Background: an optimization exercise with open tools, aiming at small area. Do not read the settings as production practice.
In this exercise RTL edits were held to simulation tests only and were not proved equivalent to the original.

File: flow/design.v
`timescale 1ns / 1ps
module draw_line(clk, rst_n, wea, x, y, m, b, dir, range, index_rd, line_x, line_y, finish);
input             clk, rst_n;
input             wea;
input      [31:0] x, y, m, b, dir, range;
input      [31:0] index_rd;
output     [31:0] line_x, line_y;
output     reg finish;
reg        [31:0] cnt, cnt_upd;
reg        [31:0] x_reg, m_reg, acc;
reg               inc, dec;
reg        [4:0]  idx;
reg        [1:0]  ph;
always @(posedge clk or negedge rst_n) begin
    if (!rst_n) begin
        cnt     <= 32'd0;
        cnt_upd <= 32'd0;
        finish  <= 1'b0;
    end else begin
        cnt     <= (cnt < range) ? cnt_upd + 32'd1 : cnt_upd;
        cnt_upd <= cnt;
        finish  <= !(cnt < range);
    end
end
wire        start  = wea && !rst_n;
wire        dec_in = (dir == 32'd0);
wire        inc_in = (dir == 32'd1);
wire [31:0] xs_in  = x - {27'd0, {5{dec_in}}};
always @(posedge clk) begin
    if (start)
        ph <= 2'd0;
    else if (ph != 2'd3)
        ph <= ph + 2'd1;
end
wire [4:0]  kk = inc ? idx : dec ? ~idx : 5'd0;
reg  [31:0] mop;
reg  [7:0]  wop;
wire [31:0] aop = start ? b : acc;
always @(*) begin
    if (start) begin
        mop = m;                    wop = xs_in[7:0];
    end else case (ph)
        2'd0: begin mop = {m_reg[23:0], 8'd0};  wop = x_reg[15:8];  end
        2'd1: begin mop = {m_reg[15:0], 16'd0}; wop = x_reg[23:16]; end
        2'd2: begin mop = {m_reg[7:0], 24'd0};  wop = x_reg[31:24]; end
        default: begin mop = m_reg;             wop = {3'd0, kk};   end
    endcase
end
wire [31:0] mac;
wire [31:0] pp0 = mop[31:0] & {32{wop[0]}};
wire [30:0] pp1 = mop[30:0] & {31{wop[1]}};
wire [29:0] pp2 = mop[29:0] & {30{wop[2]}};
wire [28:0] pp3 = mop[28:0] & {29{wop[3]}};
wire [27:0] pp4 = mop[27:0] & {28{wop[4]}};
wire [26:0] pp5 = mop[26:0] & {27{wop[5]}};
wire [25:0] pp6 = mop[25:0] & {26{wop[6]}};
wire [24:0] pp7 = mop[24:0] & {25{wop[7]}};
wire t1;
wire t2;
dl_ha u2 (.a(aop[5]), .b(pp0[5]), .s(t1), .co(t2));
wire t3;
wire t4;
dl_fa u4 (.a(aop[6]), .b(pp0[6]), .c(pp1[5]), .s(t3), .co(t4));
wire t5;
wire t6;
dl_ha u6 (.a(pp2[4]), .b(pp3[3]), .s(t5), .co(t6));
wire t7;
wire t8;
dl_fa u8 (.a(aop[7]), .b(pp0[7]), .c(pp1[6]), .s(t7), .co(t8));
wire t9;
wire t10;
dl_fa u10 (.a(pp2[5]), .b(pp3[4]), .c(pp4[3]), .s(t9), .co(t10));
wire t11;
wire t12;
dl_ha u12 (.a(pp5[2]), .b(pp6[1]), .s(t11), .co(t12));
wire t13;
wire t14;
dl_fa u14 (.a(aop[8]), .b(pp0[8]), .c(pp1[7]), .s(t13), .co(t14));
wire t15;
wire t16;
dl_fa u16 (.a(pp2[6]), .b(pp3[5]), .c(pp4[4]), .s(t15), .co(t16));
wire t17;
wire t18;
dl_fa u18 (.a(pp5[3]), .b(pp6[2]), .c(pp7[1]), .s(t17), .co(t18));
wire t19;
wire t20;
dl_fa u20 (.a(aop[9]), .b(pp0[9]), .c(pp1[8]), .s(t19), .co(t20));
wire t21;
wire t22;
dl_fa u22 (.a(pp2[7]), .b(pp3[6]), .c(pp4[5]), .s(t21), .co(t22));
wire t23;
wire t24;
dl_fa u24 (.a(pp5[4]), .b(pp6[3]), .c(pp7[2]), .s(t23), .co(t24));
wire t25;
wire t26;
dl_fa u26 (.a(aop[10]), .b(pp0[10]), .c(pp1[9]), .s(t25), .co(t26));
wire t27;
wire t28;
dl_fa u28 (.a(pp2[8]), .b(pp3[7]), .c(pp4[6]), .s(t27), .co(t28));
wire t29;
wire t30;
dl_fa u30 (.a(pp5[5]), .b(pp6[4]), .c(pp7[3]), .s(t29), .co(t30));
wire t31;
wire t32;
dl_fa u32 (.a(aop[11]), .b(pp0[11]), .c(pp1[10]), .s(t31), .co(t32));
wire t33;
wire t34;
dl_fa u34 (.a(pp2[9]), .b(pp3[8]), .c(pp4[7]), .s(t33), .co(t34));
wire t35;
wire t36;
dl_fa u36 (.a(pp5[6]), .b(pp6[5]), .c(pp7[4]), .s(t35), .co(t36));
wire t37;
wire t38;
dl_fa u38 (.a(aop[12]), .b(pp0[12]), .c(pp1[11]), .s(t37), .co(t38));
wire t39;
wire t40;
dl_fa u40 (.a(pp2[10]), .b(pp3[9]), .c(pp4[8]), .s(t39), .co(t40));
wire t41;
wire t42;
dl_fa u42 (.a(pp5[7]), .b(pp6[6]), .c(pp7[5]), .s(t41), .co(t42));
wire t43;
wire t44;
dl_fa u44 (.a(aop[13]), .b(pp0[13]), .c(pp1[12]), .s(t43), .co(t44));
wire t45;
wire t46;
dl_fa u46 (.a(pp2[11]), .b(pp3[10]), .c(pp4[9]), .s(t45), .co(t46));
wire t47;
wire t48;
dl_fa u48 (.a(pp5[8]), .b(pp6[7]), .c(pp7[6]), .s(t47), .co(t48));
wire t49;
wire t50;
dl_fa u50 (.a(aop[14]), .b(pp0[14]), .c(pp1[13]), .s(t49), .co(t50));
wire t51;
wire t52;
dl_fa u52 (.a(pp2[12]), .b(pp3[11]), .c(pp4[10]), .s(t51), .co(t52));
wire t53;
wire t54;
dl_fa u54 (.a(pp5[9]), .b(pp6[8]), .c(pp7[7]), .s(t53), .co(t54));
wire t55;
wire t56;
dl_fa u56 (.a(aop[15]), .b(pp0[15]), .c(pp1[14]), .s(t55), .co(t56));
wire t57;
wire t58;
dl_fa u58 (.a(pp2[13]), .b(pp3[12]), .c(pp4[11]), .s(t57), .co(t58));
wire t59;
wire t60;
dl_fa u60 (.a(pp5[10]), .b(pp6[9]), .c(pp7[8]), .s(t59), .co(t60));
wire t61;
wire t62;
dl_fa u62 (.a(aop[16]), .b(pp0[16]), .c(pp1[15]), .s(t61), .co(t62));
wire t63;
wire t64;
dl_fa u64 (.a(pp2[14]), .b(pp3[13]), .c(pp4[12]), .s(t63), .co(t64));
wire t65;
wire t66;
dl_fa u66 (.a(pp5[11]), .b(pp6[10]), .c(pp7[9]), .s(t65), .co(t66));
wire t67;
wire t68;
dl_fa u68 (.a(aop[17]), .b(pp0[17]), .c(pp1[16]), .s(t67), .co(t68));
wire t69;
wire t70;
dl_fa u70 (.a(pp2[15]), .b(pp3[14]), .c(pp4[13]), .s(t69), .co(t70));
wire t71;
wire t72;
dl_fa u72 (.a(pp5[12]), .b(pp6[11]), .c(pp7[10]), .s(t71), .co(t72));
wire t73;
wire t74;
dl_fa u74 (.a(aop[18]), .b(pp0[18]), .c(pp1[17]), .s(t73), .co(t74));
wire t75;
wire t76;
dl_fa u76 (.a(pp2[16]), .b(pp3[15]), .c(pp4[14]), .s(t75), .co(t76));
wire t77;
wire t78;
dl_fa u78 (.a(pp5[13]), .b(pp6[12]), .c(pp7[11]), .s(t77), .co(t78));
wire t79;
wire t80;
dl_fa u80 (.a(aop[19]), .b(pp0[19]), .c(pp1[18]), .s(t79), .co(t80));
wire t81;
wire t82;
dl_fa u82 (.a(pp2[17]), .b(pp3[16]), .c(pp4[15]), .s(t81), .co(t82));
wire t83;
wire t84;
dl_fa u84 (.a(pp5[14]), .b(pp6[13]), .c(pp7[12]), .s(t83), .co(t84));
wire t85;
wire t86;
dl_fa u86 (.a(aop[20]), .b(pp0[20]), .c(pp1[19]), .s(t85), .co(t86));
wire t87;
wire t88;
dl_fa u88 (.a(pp2[18]), .b(pp3[17]), .c(pp4[16]), .s(t87), .co(t88));
wire t89;
wire t90;
dl_fa u90 (.a(pp5[15]), .b(pp6[14]), .c(pp7[13]), .s(t89), .co(t90));
wire t91;
wire t92;
dl_fa u92 (.a(aop[21]), .b(pp0[21]), .c(pp1[20]), .s(t91), .co(t92));
wire t93;
wire t94;
dl_fa u94 (.a(pp2[19]), .b(pp3[18]), .c(pp4[17]), .s(t93), .co(t94));
wire t95;
wire t96;
dl_fa u96 (.a(pp5[16]), .b(pp6[15]), .c(pp7[14]), .s(t95), .co(t96));
wire t97;
wire t98;
dl_fa u98 (.a(aop[22]), .b(pp0[22]), .c(pp1[21]), .s(t97), .co(t98));
wire t99;
wire t100;
dl_fa u100 (.a(pp2[20]), .b(pp3[19]), .c(pp4[18]), .s(t99), .co(t100));
wire t101;
wire t102;
dl_fa u102 (.a(pp5[17]), .b(pp6[16]), .c(pp7[15]), .s(t101), .co(t102));
wire t103;
wire t104;
dl_fa u104 (.a(aop[23]), .b(pp0[23]), .c(pp1[22]), .s(t103), .co(t104));
wire t105;
wire t106;
dl_fa u106 (.a(pp2[21]), .b(pp3[20]), .c(pp4[19]), .s(t105), .co(t106));
wire t107;
wire t108;
dl_fa u108 (.a(pp5[18]), .b(pp6[17]), .c(pp7[16]), .s(t107), .co(t108));
wire t109;
wire t110;
dl_fa u110 (.a(aop[24]), .b(pp0[24]), .c(pp1[23]), .s(t109), .co(t110));
wire t111;
wire t112;
dl_fa u112 (.a(pp2[22]), .b(pp3[21]), .c(pp4[20]), .s(t111), .co(t112));
wire t113;
wire t114;
dl_fa u114 (.a(pp5[19]), .b(pp6[18]), .c(pp7[17]), .s(t113), .co(t114));
wire t115;
wire t116;
dl_fa u116 (.a(aop[25]), .b(pp0[25]), .c(pp1[24]), .s(t115), .co(t116));
wire t117;
wire t118;
dl_fa u118 (.a(pp2[23]), .b(pp3[22]), .c(pp4[21]), .s(t117), .co(t118));
wire t119;
wire t120;
dl_fa u120 (.a(pp5[20]), .b(pp6[19]), .c(pp7[18]), .s(t119), .co(t120));
wire t121;
wire t122;
dl_fa u122 (.a(aop[26]), .b(pp0[26]), .c(pp1[25]), .s(t121), .co(t122));
wire t123;
wire t124;
dl_fa u124 (.a(pp2[24]), .b(pp3[23]), .c(pp4[22]), .s(t123), .co(t124));
wire t125;
wire t126;
dl_fa u126 (.a(pp5[21]), .b(pp6[20]), .c(pp7[19]), .s(t125), .co(t126));
wire t127;
wire t128;
dl_fa u128 (.a(aop[27]), .b(pp0[27]), .c(pp1[26]), .s(t127), .co(t128));
wire t129;
wire t130;
dl_fa u130 (.a(pp2[25]), .b(pp3[24]), .c(pp4[23]), .s(t129), .co(t130));
wire t131;
wire t132;
dl_fa u132 (.a(pp5[22]), .b(pp6[21]), .c(pp7[20]), .s(t131), .co(t132));
wire t133;
wire t134;
dl_fa u134 (.a(aop[28]), .b(pp0[28]), .c(pp1[27]), .s(t133), .co(t134));
wire t135;
wire t136;
dl_fa u136 (.a(pp2[26]), .b(pp3[25]), .c(pp4[24]), .s(t135), .co(t136));
wire t137;
wire t138;
dl_fa u138 (.a(pp5[23]), .b(pp6[22]), .c(pp7[21]), .s(t137), .co(t138));
wire t139;
wire t140;
dl_fa u140 (.a(aop[29]), .b(pp0[29]), .c(pp1[28]), .s(t139), .co(t140));
wire t141;
wire t142;
dl_fa u142 (.a(pp2[27]), .b(pp3[26]), .c(pp4[25]), .s(t141), .co(t142));
wire t143;
wire t144;
dl_fa u144 (.a(pp5[24]), .b(pp6[23]), .c(pp7[22]), .s(t143), .co(t144));
wire t145;
wire t146;
dl_fa u146 (.a(aop[30]), .b(pp0[30]), .c(pp1[29]), .s(t145), .co(t146));
wire t147;
wire t148;
dl_fa u148 (.a(pp2[28]), .b(pp3[27]), .c(pp4[26]), .s(t147), .co(t148));
wire t149;
wire t150;
dl_fa u150 (.a(pp5[25]), .b(pp6[24]), .c(pp7[23]), .s(t149), .co(t150));
wire t151;
dl_fa u151 (.a(aop[31]), .b(pp0[31]), .c(pp1[30]), .s(t151), .co());
wire t152;
dl_fa u152 (.a(pp2[29]), .b(pp3[28]), .c(pp4[27]), .s(t152), .co());
wire t153;
dl_fa u153 (.a(pp5[26]), .b(pp6[25]), .c(pp7[24]), .s(t153), .co());
wire t154;
wire t155;
dl_ha u155 (.a(aop[3]), .b(pp0[3]), .s(t154), .co(t155));
wire t156;
wire t157;
dl_fa u157 (.a(aop[4]), .b(pp0[4]), .c(pp1[3]), .s(t156), .co(t157));
wire t158;
wire t159;
dl_ha u159 (.a(pp2[2]), .b(pp3[1]), .s(t158), .co(t159));
wire t160;
wire t161;
dl_fa u161 (.a(pp1[4]), .b(pp2[3]), .c(pp3[2]), .s(t160), .co(t161));
wire t162;
wire t163;
dl_fa u163 (.a(pp4[1]), .b(pp5[0]), .c(t1), .s(t162), .co(t163));
wire t164;
wire t165;
dl_fa u165 (.a(pp4[2]), .b(pp5[1]), .c(pp6[0]), .s(t164), .co(t165));
wire t166;
wire t167;
dl_fa u167 (.a(t2), .b(t3), .c(t5), .s(t166), .co(t167));
wire t168;
wire t169;
dl_fa u169 (.a(pp7[0]), .b(t4), .c(t6), .s(t168), .co(t169));
wire t170;
wire t171;
dl_fa u171 (.a(t7), .b(t9), .c(t11), .s(t170), .co(t171));
wire t172;
wire t173;
dl_fa u173 (.a(t8), .b(t10), .c(t12), .s(t172), .co(t173));
wire t174;
wire t175;
dl_fa u175 (.a(t13), .b(t15), .c(t17), .s(t174), .co(t175));
wire t176;
wire t177;
dl_fa u177 (.a(t14), .b(t16), .c(t18), .s(t176), .co(t177));
wire t178;
wire t179;
dl_fa u179 (.a(t19), .b(t21), .c(t23), .s(t178), .co(t179));
wire t180;
wire t181;
dl_fa u181 (.a(t20), .b(t22), .c(t24), .s(t180), .co(t181));
wire t182;
wire t183;
dl_fa u183 (.a(t25), .b(t27), .c(t29), .s(t182), .co(t183));
wire t184;
wire t185;
dl_fa u185 (.a(t26), .b(t28), .c(t30), .s(t184), .co(t185));
wire t186;
wire t187;
dl_fa u187 (.a(t31), .b(t33), .c(t35), .s(t186), .co(t187));
wire t188;
wire t189;
dl_fa u189 (.a(t32), .b(t34), .c(t36), .s(t188), .co(t189));
wire t190;
wire t191;
dl_fa u191 (.a(t37), .b(t39), .c(t41), .s(t190), .co(t191));
wire t192;
wire t193;
dl_fa u193 (.a(t38), .b(t40), .c(t42), .s(t192), .co(t193));
wire t194;
wire t195;
dl_fa u195 (.a(t43), .b(t45), .c(t47), .s(t194), .co(t195));
wire t196;
wire t197;
dl_fa u197 (.a(t44), .b(t46), .c(t48), .s(t196), .co(t197));
wire t198;
wire t199;
dl_fa u199 (.a(t49), .b(t51), .c(t53), .s(t198), .co(t199));
wire t200;
wire t201;
dl_fa u201 (.a(t50), .b(t52), .c(t54), .s(t200), .co(t201));
wire t202;
wire t203;
dl_fa u203 (.a(t55), .b(t57), .c(t59), .s(t202), .co(t203));
wire t204;
wire t205;
dl_fa u205 (.a(t56), .b(t58), .c(t60), .s(t204), .co(t205));
wire t206;
wire t207;
dl_fa u207 (.a(t61), .b(t63), .c(t65), .s(t206), .co(t207));
wire t208;
wire t209;
dl_fa u209 (.a(t62), .b(t64), .c(t66), .s(t208), .co(t209));
wire t210;
wire t211;
dl_fa u211 (.a(t67), .b(t69), .c(t71), .s(t210), .co(t211));
wire t212;
wire t213;
dl_fa u213 (.a(t68), .b(t70), .c(t72), .s(t212), .co(t213));
wire t214;
wire t215;
dl_fa u215 (.a(t73), .b(t75), .c(t77), .s(t214), .co(t215));
wire t216;
wire t217;
dl_fa u217 (.a(t74), .b(t76), .c(t78), .s(t216), .co(t217));
wire t218;
wire t219;
dl_fa u219 (.a(t79), .b(t81), .c(t83), .s(t218), .co(t219));
wire t220;
wire t221;
dl_fa u221 (.a(t80), .b(t82), .c(t84), .s(t220), .co(t221));
wire t222;
wire t223;
dl_fa u223 (.a(t85), .b(t87), .c(t89), .s(t222), .co(t223));
wire t224;
wire t225;
dl_fa u225 (.a(t86), .b(t88), .c(t90), .s(t224), .co(t225));
wire t226;
wire t227;
dl_fa u227 (.a(t91), .b(t93), .c(t95), .s(t226), .co(t227));
wire t228;
wire t229;
dl_fa u229 (.a(t92), .b(t94), .c(t96), .s(t228), .co(t229));
wire t230;
wire t231;
dl_fa u231 (.a(t97), .b(t99), .c(t101), .s(t230), .co(t231));
wire t232;
wire t233;
dl_fa u233 (.a(t98), .b(t100), .c(t102), .s(t232), .co(t233));
wire t234;
wire t235;
dl_fa u235 (.a(t103), .b(t105), .c(t107), .s(t234), .co(t235));
wire t236;
wire t237;
dl_fa u237 (.a(t104), .b(t106), .c(t108), .s(t236), .co(t237));
wire t238;
wire t239;
dl_fa u239 (.a(t109), .b(t111), .c(t113), .s(t238), .co(t239));
wire t240;
wire t241;
dl_fa u241 (.a(t110), .b(t112), .c(t114), .s(t240), .co(t241));
wire t242;
wire t243;
dl_fa u243 (.a(t115), .b(t117), .c(t119), .s(t242), .co(t243));
wire t244;
wire t245;
dl_fa u245 (.a(t116), .b(t118), .c(t120), .s(t244), .co(t245));
wire t246;
wire t247;
dl_fa u247 (.a(t121), .b(t123), .c(t125), .s(t246), .co(t247));
wire t248;
wire t249;
dl_fa u249 (.a(t122), .b(t124), .c(t126), .s(t248), .co(t249));
wire t250;
wire t251;
dl_fa u251 (.a(t127), .b(t129), .c(t131), .s(t250), .co(t251));
wire t252;
wire t253;
dl_fa u253 (.a(t128), .b(t130), .c(t132), .s(t252), .co(t253));
wire t254;
wire t255;
dl_fa u255 (.a(t133), .b(t135), .c(t137), .s(t254), .co(t255));
wire t256;
wire t257;
dl_fa u257 (.a(t134), .b(t136), .c(t138), .s(t256), .co(t257));
wire t258;
wire t259;
dl_fa u259 (.a(t139), .b(t141), .c(t143), .s(t258), .co(t259));
wire t260;
wire t261;
dl_fa u261 (.a(t140), .b(t142), .c(t144), .s(t260), .co(t261));
wire t262;
wire t263;
dl_fa u263 (.a(t145), .b(t147), .c(t149), .s(t262), .co(t263));
wire t264;
dl_fa u264 (.a(t146), .b(t148), .c(t150), .s(t264), .co());
wire t265;
dl_fa u265 (.a(t151), .b(t152), .c(t153), .s(t265), .co());
wire t266;
wire t267;
dl_ha u267 (.a(aop[2]), .b(pp0[2]), .s(t266), .co(t267));
wire t268;
wire t269;
dl_fa u269 (.a(pp1[2]), .b(pp2[1]), .c(pp3[0]), .s(t268), .co(t269));
wire t270;
wire t271;
dl_fa u271 (.a(pp4[0]), .b(t155), .c(t156), .s(t270), .co(t271));
wire t272;
wire t273;
dl_fa u273 (.a(t157), .b(t159), .c(t160), .s(t272), .co(t273));
wire t274;
wire t275;
dl_fa u275 (.a(t161), .b(t163), .c(t164), .s(t274), .co(t275));
wire t276;
wire t277;
dl_fa u277 (.a(t165), .b(t167), .c(t168), .s(t276), .co(t277));
wire t278;
wire t279;
dl_fa u279 (.a(t169), .b(t171), .c(t172), .s(t278), .co(t279));
wire t280;
wire t281;
dl_fa u281 (.a(t173), .b(t175), .c(t176), .s(t280), .co(t281));
wire t282;
wire t283;
dl_fa u283 (.a(t177), .b(t179), .c(t180), .s(t282), .co(t283));
wire t284;
wire t285;
dl_fa u285 (.a(t181), .b(t183), .c(t184), .s(t284), .co(t285));
wire t286;
wire t287;
dl_fa u287 (.a(t185), .b(t187), .c(t188), .s(t286), .co(t287));
wire t288;
wire t289;
dl_fa u289 (.a(t189), .b(t191), .c(t192), .s(t288), .co(t289));
wire t290;
wire t291;
dl_fa u291 (.a(t193), .b(t195), .c(t196), .s(t290), .co(t291));
wire t292;
wire t293;
dl_fa u293 (.a(t197), .b(t199), .c(t200), .s(t292), .co(t293));
wire t294;
wire t295;
dl_fa u295 (.a(t201), .b(t203), .c(t204), .s(t294), .co(t295));
wire t296;
wire t297;
dl_fa u297 (.a(t205), .b(t207), .c(t208), .s(t296), .co(t297));
wire t298;
wire t299;
dl_fa u299 (.a(t209), .b(t211), .c(t212), .s(t298), .co(t299));
wire t300;
wire t301;
dl_fa u301 (.a(t213), .b(t215), .c(t216), .s(t300), .co(t301));
wire t302;
wire t303;
dl_fa u303 (.a(t217), .b(t219), .c(t220), .s(t302), .co(t303));
wire t304;
wire t305;
dl_fa u305 (.a(t221), .b(t223), .c(t224), .s(t304), .co(t305));
wire t306;
wire t307;
dl_fa u307 (.a(t225), .b(t227), .c(t228), .s(t306), .co(t307));
wire t308;
wire t309;
dl_fa u309 (.a(t229), .b(t231), .c(t232), .s(t308), .co(t309));
wire t310;
wire t311;
dl_fa u311 (.a(t233), .b(t235), .c(t236), .s(t310), .co(t311));
wire t312;
wire t313;
dl_fa u313 (.a(t237), .b(t239), .c(t240), .s(t312), .co(t313));
wire t314;
wire t315;
dl_fa u315 (.a(t241), .b(t243), .c(t244), .s(t314), .co(t315));
wire t316;
wire t317;
dl_fa u317 (.a(t245), .b(t247), .c(t248), .s(t316), .co(t317));
wire t318;
wire t319;
dl_fa u319 (.a(t249), .b(t251), .c(t252), .s(t318), .co(t319));
wire t320;
wire t321;
dl_fa u321 (.a(t253), .b(t255), .c(t256), .s(t320), .co(t321));
wire t322;
wire t323;
dl_fa u323 (.a(t257), .b(t259), .c(t260), .s(t322), .co(t323));
wire t324;
dl_fa u324 (.a(t261), .b(t263), .c(t264), .s(t324), .co());
wire t325;
wire t326;
dl_ha u326 (.a(aop[1]), .b(pp0[1]), .s(t325), .co(t326));
wire t327;
wire t328;
dl_fa u328 (.a(pp1[1]), .b(pp2[0]), .c(t266), .s(t327), .co(t328));
wire t329;
wire t330;
dl_fa u330 (.a(t154), .b(t267), .c(t268), .s(t329), .co(t330));
wire t331;
wire t332;
dl_fa u332 (.a(t158), .b(t269), .c(t270), .s(t331), .co(t332));
wire t333;
wire t334;
dl_fa u334 (.a(t162), .b(t271), .c(t272), .s(t333), .co(t334));
wire t335;
wire t336;
dl_fa u336 (.a(t166), .b(t273), .c(t274), .s(t335), .co(t336));
wire t337;
wire t338;
dl_fa u338 (.a(t170), .b(t275), .c(t276), .s(t337), .co(t338));
wire t339;
wire t340;
dl_fa u340 (.a(t174), .b(t277), .c(t278), .s(t339), .co(t340));
wire t341;
wire t342;
dl_fa u342 (.a(t178), .b(t279), .c(t280), .s(t341), .co(t342));
wire t343;
wire t344;
dl_fa u344 (.a(t182), .b(t281), .c(t282), .s(t343), .co(t344));
wire t345;
wire t346;
dl_fa u346 (.a(t186), .b(t283), .c(t284), .s(t345), .co(t346));
wire t347;
wire t348;
dl_fa u348 (.a(t190), .b(t285), .c(t286), .s(t347), .co(t348));
wire t349;
wire t350;
dl_fa u350 (.a(t194), .b(t287), .c(t288), .s(t349), .co(t350));
wire t351;
wire t352;
dl_fa u352 (.a(t198), .b(t289), .c(t290), .s(t351), .co(t352));
wire t353;
wire t354;
dl_fa u354 (.a(t202), .b(t291), .c(t292), .s(t353), .co(t354));
wire t355;
wire t356;
dl_fa u356 (.a(t206), .b(t293), .c(t294), .s(t355), .co(t356));
wire t357;
wire t358;
dl_fa u358 (.a(t210), .b(t295), .c(t296), .s(t357), .co(t358));
wire t359;
wire t360;
dl_fa u360 (.a(t214), .b(t297), .c(t298), .s(t359), .co(t360));
wire t361;
wire t362;
dl_fa u362 (.a(t218), .b(t299), .c(t300), .s(t361), .co(t362));
wire t363;
wire t364;
dl_fa u364 (.a(t222), .b(t301), .c(t302), .s(t363), .co(t364));
wire t365;
wire t366;
dl_fa u366 (.a(t226), .b(t303), .c(t304), .s(t365), .co(t366));
wire t367;
wire t368;
dl_fa u368 (.a(t230), .b(t305), .c(t306), .s(t367), .co(t368));
wire t369;
wire t370;
dl_fa u370 (.a(t234), .b(t307), .c(t308), .s(t369), .co(t370));
wire t371;
wire t372;
dl_fa u372 (.a(t238), .b(t309), .c(t310), .s(t371), .co(t372));
wire t373;
wire t374;
dl_fa u374 (.a(t242), .b(t311), .c(t312), .s(t373), .co(t374));
wire t375;
wire t376;
dl_fa u376 (.a(t246), .b(t313), .c(t314), .s(t375), .co(t376));
wire t377;
wire t378;
dl_fa u378 (.a(t250), .b(t315), .c(t316), .s(t377), .co(t378));
wire t379;
wire t380;
dl_fa u380 (.a(t254), .b(t317), .c(t318), .s(t379), .co(t380));
wire t381;
wire t382;
dl_fa u382 (.a(t258), .b(t319), .c(t320), .s(t381), .co(t382));
wire t383;
wire t384;
dl_fa u384 (.a(t262), .b(t321), .c(t322), .s(t383), .co(t384));
wire t385;
dl_fa u385 (.a(t265), .b(t323), .c(t324), .s(t385), .co());
wire [31:0] sum0 = {t384, t382, t380, t378, t376, t374, t372, t370, t368, t366, t364, t362, t360, t358, t356, t354, t352, t350, t348, t346, t344, t342, t340, t338, t336, t334, t332, t330, t328, t326, pp1[0], aop[0]};
wire [31:0] sum1 = {t385, t383, t381, t379, t377, t375, t373, t371, t369, t367, t365, t363, t361, t359, t357, t355, t353, t351, t349, t347, t345, t343, t341, t339, t337, t335, t333, t331, t329, t327, t325, pp0[0]};
assign mac = sum0 + sum1;
always @(posedge clk) begin
    if (start) begin
        x_reg <= xs_in;
        m_reg <= m;
        dec   <= dec_in;
        inc   <= inc_in;
    end
    if (start || ph != 2'd3)
        acc <= mac;
    idx <= index_rd[4:0];
end
assign line_x = x_reg + {27'd0, kk};
assign line_y = mac;
endmodule
module dl_fa(a, b, c, s, co);
input  a, b, c;
output s, co;
assign s  = a ^ b ^ c;
assign co = (a & b) | (a & c) | (b & c);
endmodule
module dl_ha(a, b, s, co);
input  a, b;
output s, co;
assign s  = a ^ b;
assign co = a & b;
endmodule
File: flow/run.sh
#!/bin/bash
# synth_recipe.tcl (not shown) runs the flow's synth.tcl, then flattens the netlist and writes it again
# the make line also repeats each setting of config.mk as NAME=value (left out here)
make -C /OpenROAD-flow-scripts/flow DESIGN_CONFIG=/design/flow/config.mk WORK_HOME=/design/flow/orfs CLKGATE_MAP_FILE= SYNTH_SCRIPT=/design/flow/synth_recipe.tcl finish
File: flow/config.mk
export PLATFORM = sky130hd
export DESIGN_NAME = draw_line
export DESIGN_NICKNAME = draw_line
export VERILOG_FILES = /design/flow/design.v
export SDC_FILE = /design/flow/constraint.sdc
export NUM_CORES = 4
export LEC_CHECK = 0
export CAP_MARGIN = 20
export CORE_MARGIN = 2
export CORE_UTILIZATION = 40
export SLEW_MARGIN = 20
export SYNTH_HIERARCHICAL = 1
export SYNTH_MINIMUM_KEEP_SIZE = 0
File: flow/constraint.sdc
create_clock -name core_clock -period 14.0 [get_ports {clk}]
set_input_delay 2.8000 -clock core_clock [delete_from_list [all_inputs] [get_ports {clk}]]
set_output_delay 2.8000 -clock core_clock [all_outputs]
set_load 0.01 [all_outputs]
==> metrics.md, run 1 <==
| Metric | Value |
|---|---|
| FFs w/ async S/R, synth | 38.24% |
| Hold Fails Final Rpt | 0 |
| Routed wire per std cell | 19.72 um |
| Mapped cell area | around 16,000 um^2 |
| Placement Rows | 72 |
| CP peak stage delay | 590 ps |
| Mux cell area share after synthesis | less than 1% |
| Final nets | 2,328 |
| H-tree Lvls | 4 |
| Worst-margin pin slew | 971.3 ps |
| Area leader, netlist | fa_1 |
| Most area-consuming cells after synthesis | fa_1 (24%), edfxtp_1 (19%), dfrtp_1 (10%) |
| DRT iter0 DRCs | 1,209 |
| Maxcap violations | 0 |
| Number of global-route vias before repair | between 10,000 and 15,000 |
| Max Fanout on Critical Path | 9 |
| Critical path cell sequence | clkdlybuf4s50_1, nor4_1, nand4_1, or3_1, ha_1, nor2b_1, o21ai_0, a21boi_0, o21ai_0, nand2_1, xnor2_4, and3_1, fa_1, fa_1, fa_1, fa_1, ha_1, a21o_1, or2_2, o21ai_0, nand2_1, a21boi_0, xnor2_1, clkdlybuf4s50_1 |
| CTS tree | built |
| Ys flop type | edfxtp_1 |
| Post-synth EDFFs | 98 |
| Dpl cells | 2,323 |
| CP endpoint kind | primary output |
| Simple-gate portion of the synthesized area | 18.70% |
| Largest net degree at the start of global routing | just over 80 |
| Mean Syn Cell Area | between 9 and 10 um^2 |
| Die H | 202.8 um |
| Critical-path top delay cell | clkdlybuf4s50_1 |
| Compound-Gate Fraction of Synth Area | 10.61% |
| Min-Delay Path Class | register to register |
| First-pass GRT wire length | 73,460 um |
| Synth Area in Adders | 31.05% |
| GRT Resource Usage Total | 23.31% |
| Final period util | a little under 100% |
| Root Driver | clkbuf_16 |
| Initial core utilization | 40.71% |
| Finished Layout Cells | ~2,400 |
| Core ar. | 38,830 um^2 |
| Synthesized Nets | 2,099 |
| # hold bufs at CTS | 0 |
| Worst Skew | 11.01 ps |
| Yosys top cell area share | 24.32% |
| Die W | 202.8 um |
| Initial antenna violation count | 4 |
| Worst slew margin | a little over a third |
| Share of cells above drive strength 1 | under 10% |
| Status | finished clean |
| Crit path kind | input pin to primary output |
| DRC | 0 |
| CP delay by family, top | adder cells |
| Finish-stage setup viols | 0 |
| Hold WS | 381.7 ps |
| Top Ports | 292 |
| CTS sink cnt | 170 |
| Slew Limit Fails | 0 |
| Routability cong. | between 0.8 and 0.9 |
| Initial DRT Pass Iterations | 6 |
| Cells after Synth | around 1,600 |
| Worst path required time | 11,200 ps |
| Worst setup SP type | input pin |
| Min Clock Period, post-route | 13,490 ps |
| Worst path most repeated cell | fa_1 |
| Vias per inst | 5.452 |
| Die ar. | 41,120 um^2 |
| Longest Clk Path Bufs | 2 |
| Final WL | between 40,000 and 50,000 um |
| Clock-pin slew on the worst setup and hold paths | 70 ps |
| CP bufs+invs | 2 |
| Largest family of logic cells by synthesized area | adder cells |
| Post-CTS Setup Repair Bufs | 0 |
| Total grt overflow | 0 |
| TritonCTS Buffers | 17 |
| Detailed-route via count | around 13,000 |
| Post-synth cell types | 63 |
| Antenna-violating nets left | 0 |
| Post-Synth XOR/XNOR Area | 6.428% |
| Hpwl dp | 35,710 um |
| Area growth syn-to-layout | 23.54% |
| Seq/Total Area, Yosys | 29.79% |
| Fin Setup TNS | 0 ps |
| F_max | 0.07412 GHz |
| Syn. warnings | 7 |
| Latest clock arrival within the worst-skew pair | 450 ps |
| Synth Register Bits | 170 |
| Arr. time, crit path | roughly 11,000 ps |
| IO buf count | 232 |
## final cells by class
cell class              count  area [um^2]
diodes                      6        15.01
clock buffers              21        471.7
clock inverters            11        100.1
fillers                  3520        19300
inverters                  63        241.5
multi-input cells        1295        10670
flip-flops and latches    170         4710
well taps                 518        648.1
repair buffers            277         2668
## logic make-up (layout without fill, tap and decap cells)
kind of cell / Yosys count / count (layout)
AND/OR/NAND/NOR: 651 / 651
adder cells (fa/ha/maj): 277 / 277
AO/OA/AOI/OAI: 247 / 247
flip-flops: 170 / 170
buffers and inverters: 130 / 372
XOR/XNOR: 116 / 116
multiplexers: 4 / 4
other: 0 / 6
## metal layers
| metal | global-route usage [%] | up-vias | routed length (um) |
|---|---|---|---|
| met2 | 37.84 | 444 | 22450 |
| met1 | 30.91 | 6416 | 19800 |
| li1 | - | 5956 | - |
| met3 | 4.559 | 56 | 3129 |
| met5 | 0 | - | 0 |
| met4 | 8.942 | 0 | 1181 |
## worst paths after layout
| path | from | endpoint | slack, ps | depth (start not counted) |
|---|---|---|---|---|
| min | cnt[14] | cnt_upd[14] | 380 | 0 |
| min reg2reg | cnt[14] | cnt_upd[14] | 380 | 0 |
| min in group asynchronous | rst_n | cnt_upd[0] | 2560 | 2 |
| max reg2reg | ph[0] | acc[31] | 6810 | 21 |
| max | dir[8] | line_y[17] | 510 | 24 |
| max in group asynchronous | rst_n | cnt[0] | 10890 | 2 |
## per-module statistics from Yosys, one instance, submodules excluded
module | flops+latches | copies in the design | cells
dl_fa | 0 | 189 | 1
dl_ha | 0 | 7 | 1
draw_line | 170 | 1 | 1399
## synth_stat cells (11+ instances only)
master / n
nor2_1: 289
fa_1: 192
nand2_1: 171
edfxtp_1: 98
ha_1: 85
xnor2_1: 72
a21oi_1: 65
dfrtp_1: 65
inv_1: 63
clkbuf_1: 49
o21ai_0: 47
xor2_1: 44
nand3_1: 34
nor3_1: 25
a21o_1: 24
nor4_1: 24
nand4_1: 22
and3_1: 21
a221o_1: 17
a222oi_1: 16
or3_1: 12
o21a_1: 11
## stage by stage
step	area [um^2]	setup slack (ps)	util, %
2_1_floorplan	15810	1985	-
3_3_place_gp	18900	262.2	48.68
3_5_place_dp	18900	93.96	48.68
4_1_cts	19470	51.16	50.15
5_1_grt	19520	-0.1128	50.28
6_report	19530	508.6	50.29
## cells in the final DEF, fill, tap and decap left out, drive strengths merged, types with 11 or more instances in the layout
| master | n |
|---|---|
| nor2 | 289 |
| nand2 | 171 |
| ha | 85 |
| xnor2 | 72 |
| and3 | 21 |
| inv | 69 |
| edfxtp | 98 |
| or3 | 14 |
| fa | 192 |
| clkbuf | 21 |
| a221o | 17 |
| nor4 | 27 |
| buf | 46 |
| nor3 | 26 |
| o21a | 11 |
| o21ai | 56 |
| nand4 | 23 |
| dfrtp | 65 |
| clkdlybuf4s50 | 231 |
| nand3 | 34 |
| a21oi | 65 |
| a222oi | 16 |
| a21o | 24 |
| xor2 | 44 |
## what timing repair did
item                                    in CTS  in global routing
resized for setup                            0                  9
endpoints found under the hold margin        0                  0
endpoints found under the setup margin       0                 16
==> run 2: changes to the inputs <==
==> flow/flow/run.sh (new file) <==
#!/bin/bash
# The standard layout (the standard.sh: the standard synthesis and ORFS
# from floorplan to finish), with two changes to how the layout is made:
#  - the port buffers that global placement adds to every input and output
#    are sky130_fd_sc_hd__buf_1 cells instead of the default buffer;
#  - clock tree synthesis adds no dummy loads.
# make's full output goes to flow_make.log in this folder.
set -euo pipefail
bash standard.sh \
  "BUFFER_PORTS_ARGS=-buffer_cell sky130_fd_sc_hd__buf_1" \
  "CTS_ARGS=-sink_clustering_enable -repair_clock_nets -dont_use_dummy_load" \
  finish > flow_make.log 2>&1
==> flow/standard.sh (new file) <==
#!/bin/bash
# synth_recipe.tcl (not shown) runs the flow's synth.tcl, then flattens the netlist and writes it again
# the make line also repeats each setting of config.mk as NAME=value (left out here)
make -C /OpenROAD-flow-scripts/flow DESIGN_CONFIG=/design/flow/config.mk WORK_HOME=/design/flow/orfs CLKGATE_MAP_FILE= SYNTH_SCRIPT=/design/flow/synth_recipe.tcl "${@:-finish}"
removed: flow/run.sh
==> metrics.md, run 2 <==
| Metric | Value |
|---|---|
| Status | finished clean |
| Initial DRT Pass Iterations | 6 |
| Post-synth EDFFs | roughly 100 |
| Area growth syn-to-layout | 12.20% |
| Latest clock arrival within the worst-skew pair | between 400 and 500 ps |
| Root Driver | clkbuf_16 |
| Die W | between 200 and 250 um |
| Crit Reg-Reg Endpoint | acc[25] |
| Die ar. | 41,120 um^2 |
| Placement Rows | 72 |
| CP delay by family, top | adder cells |
| Crit path kind | input pin to primary output |
| Worst Setup EP | line_y[22] |
| Pre-CTS WS | 643.1 ps |
| Fin Setup TNS | 0 ps |
| Final WL | 45,140 um |
| Finished Layout Cells | 2,326 |
| Antenna-violating nets left | 0 |
| Maxcap violations | 0 |
| Initial antenna violation count | 10 |
| Min-Delay Path Class | register to register |
| Hpwl dp | 35,180 um |
| Final core utilization | ~46% |
| Vias per inst | 5.483 |
| Top Ports | roughly 290 |
| Worst path required time | roughly 11,000 ps |
| First-pass GRT wire length | 71,880 um |
| GRT Resource Usage Total | 22.95% |
| F_max | around 0.075 GHz |
| Top post-synthesis cells by count | nor2_1 (289), fa_1 (192), nand2_1 (171) |
| CTS sink cnt | 170 |
| Detailed-route via count | 12,750 |
| Post-CTS sizing | 0 |
| Synth Register Bits | 170 |
| CP bufs+invs | 2 |
| Clock-pin slew on the worst setup and hold paths | 80 ps |
| Share of cells above drive strength 1 | ~4.3% |
| Reg2reg setup slack | 6710 ps |
| Mapped cell area | ~16,000 um^2 |
| Critical-path top delay cell | xnor2_1 |
| Max Fanout on Critical Path | 9 |
| Die H | 202.8 um |
| CTS tree | built |
| Cell count along the critical path | 25 |
| Start point of the critical path | dir[5] |
| Finish-stage setup viols | 0 |
| Placed standard-cell area | 17,300 um^2 |
| Yosys top cell area share | between 20 and 25% |
| Hold Fails Final Rpt | 0 |
| Worst Hold Launch | cnt[13] |
| Hold WS | 377.5 ps |
| Final setup margin | 633.5 ps |
| FFs w/ async S/R, synth | 38.24% |
| RR Startpoint | ph[0] |
| Dpl cells | 2,305 |
| Core ar. | 38,830 um^2 |
| Arr. time, crit path | 10,570 ps |
| Worst-margin pin slew | 1119 ps |
| TritonCTS Buffers | 17 |
| Largest net degree at the start of global routing | 66 |
| Post-CTS Setup Repair Bufs | 0 |
| Routability cong. | 0.9136 |
| Initial core utilization | about 40% |
| Post-synth cell types | 63 |
| Slew Limit Fails | 0 |
| Total grt overflow | 0 |
| Seq/Total Area, Yosys | between 20 and 30% |
| Cells after Synth | 1,595 |
| Most area-consuming cells after synthesis | fa_1 (24%), edfxtp_1 (19%), dfrtp_1 (10%) |
| Longest Clk Path Bufs | 2 |
| CP endpoint kind | primary output |
| # hold bufs at CTS | 0 |
| Worst path most repeated cell | fa_1 |
| Design area | 17,730 um^2 |
| H-tree Lvls | 4 |
| CP peak stage delay | roughly 760 ps |
| Routed wire per std cell | between 15 and 20 um |
| Ys flop type | edfxtp_1 |
| Reg2Reg Depth | 20 |
| Number of global-route vias before repair | 13,210 |
| DRC | 0 |
| RSZ-0062 raised after global routing | no |
| Most frequent cells in the layout | nor2_1 (289), buf_1 (231), fa_1 (192), nand2_1 (171), edfxtp_1 (98) |
| Min Clock Period, post-route | 13,370 ps |
| Final nets | 2,310 |
| DRT iter0 DRCs | about 950 |
| Worst setup SP type | input pin |
| Worst slew margin | between 20% and 30% |
| Worst Skew | 28.13 ps |
| IO buf count | 232 |
| Most frequent cell after synthesis | nor2_1 |
| Mean Syn Cell Area | 9.910 um^2 |
| Most common cell after layout, fill and taps aside | nor2_1 |
| Synthesized Nets | 2,099 |
| Final period util | between 90% and 100% |
| Syn. warnings | 7 |
| Area leader, netlist | fa_1 |
run 2: final cells by class:
cell class                      instances  area [um^2]
Fill cell                            3796        21090
Multi-Input combinational cell       1295        10630
Sequential cell                       170         4710
Timing Repair Buffer                  259         1075
Tap cell                              518        648.1
Clock buffer                           17        425.4
Inverter                               63        241.5
Antenna cell                            4        10.01
run 2: cells by family (layout without fill, tap and decap cells):
kind of cell	Yosys count	in the layout	synth area share, %
AOI/OAI and AO/OA	247	247	10.61
xor gates and xnor gates	116	116	6.428
adders and majority gates	277	277	31.05
buffers and inverters	130	339	3.158
DFF	170	170	29.79
muxes	4	4	0.2612
other	0	4	0
and+or+nand+nor	651	651	18.70
run 2: worst min-delay path by stage:
stage | to | slack, ps | cells past startpoint
detailed placement | cnt_upd[14] | 370 | 0
CTS | cnt_upd[13] | 380 | 0
finish | cnt_upd[13] | 380 | 0
global route | cnt_upd[17] | 400 | 0
floorplan | cnt_upd[0] | 350 | 0
global placement | cnt_upd[12] | 360 | 0
run 2: layer usage:
layer | vias up | global-route usage (%) | wire [um]
li1 | 5913 | - | -
met1 | 6331 | 30.03 | 19500
met2 | 418 | 37.06 | 21290
met3 | 80 | 5.088 | 2731
met4 | 12 | 9.228 | 1537
met5 | - | 0 | 81
run 2: Yosys stat by module, one instance, submodules excluded:
| module | copies in the design | flip-flops and latches | area, um^2 | cells |
|---|---|---|---|---|
| draw_line | 1 | 170 | 11940 | 1399 |
| dl_fa | 189 | 0 | 20.02 | 1 |
| dl_ha | 7 | 0 | 12.51 | 1 |

==> separate check: timing with driven ports <==
In the flow no input, the clock included, has a driving cell. The finished layouts below were timed again as built, in two steps. Step 1 (the two cells are an assumption about what drives the block):
set clk [get_ports {clk}]
set_driving_cell -lib_cell sky130_fd_sc_hd__clkbuf_16 $clk
set_driving_cell -lib_cell sky130_fd_sc_hd__buf_2 [delete_from_list [all_inputs] $clk]
Step 2 moves the port delays by t, midway between the first and last clock arrival at a register: inputs arrive t later, outputs are due t later. That takes back most of the time a late clock gives input paths. Slacks: no drivers / after step 1 / after step 2; pairs: no drivers / after step 1.
run	t, ns	setup slack, ns	worst data-port slew with drivers (ns)
run 1	0.502	0.509 / 0.485 / 0.485	0.09
run 2	0.520	0.633 / 0.613 / 0.613	0.10
After both steps setup and hold are still met in every run listed. For run 1, which loses most, drivers alone change the setup slack by -0.024 ns; drivers and shift together by -0.024 ns.
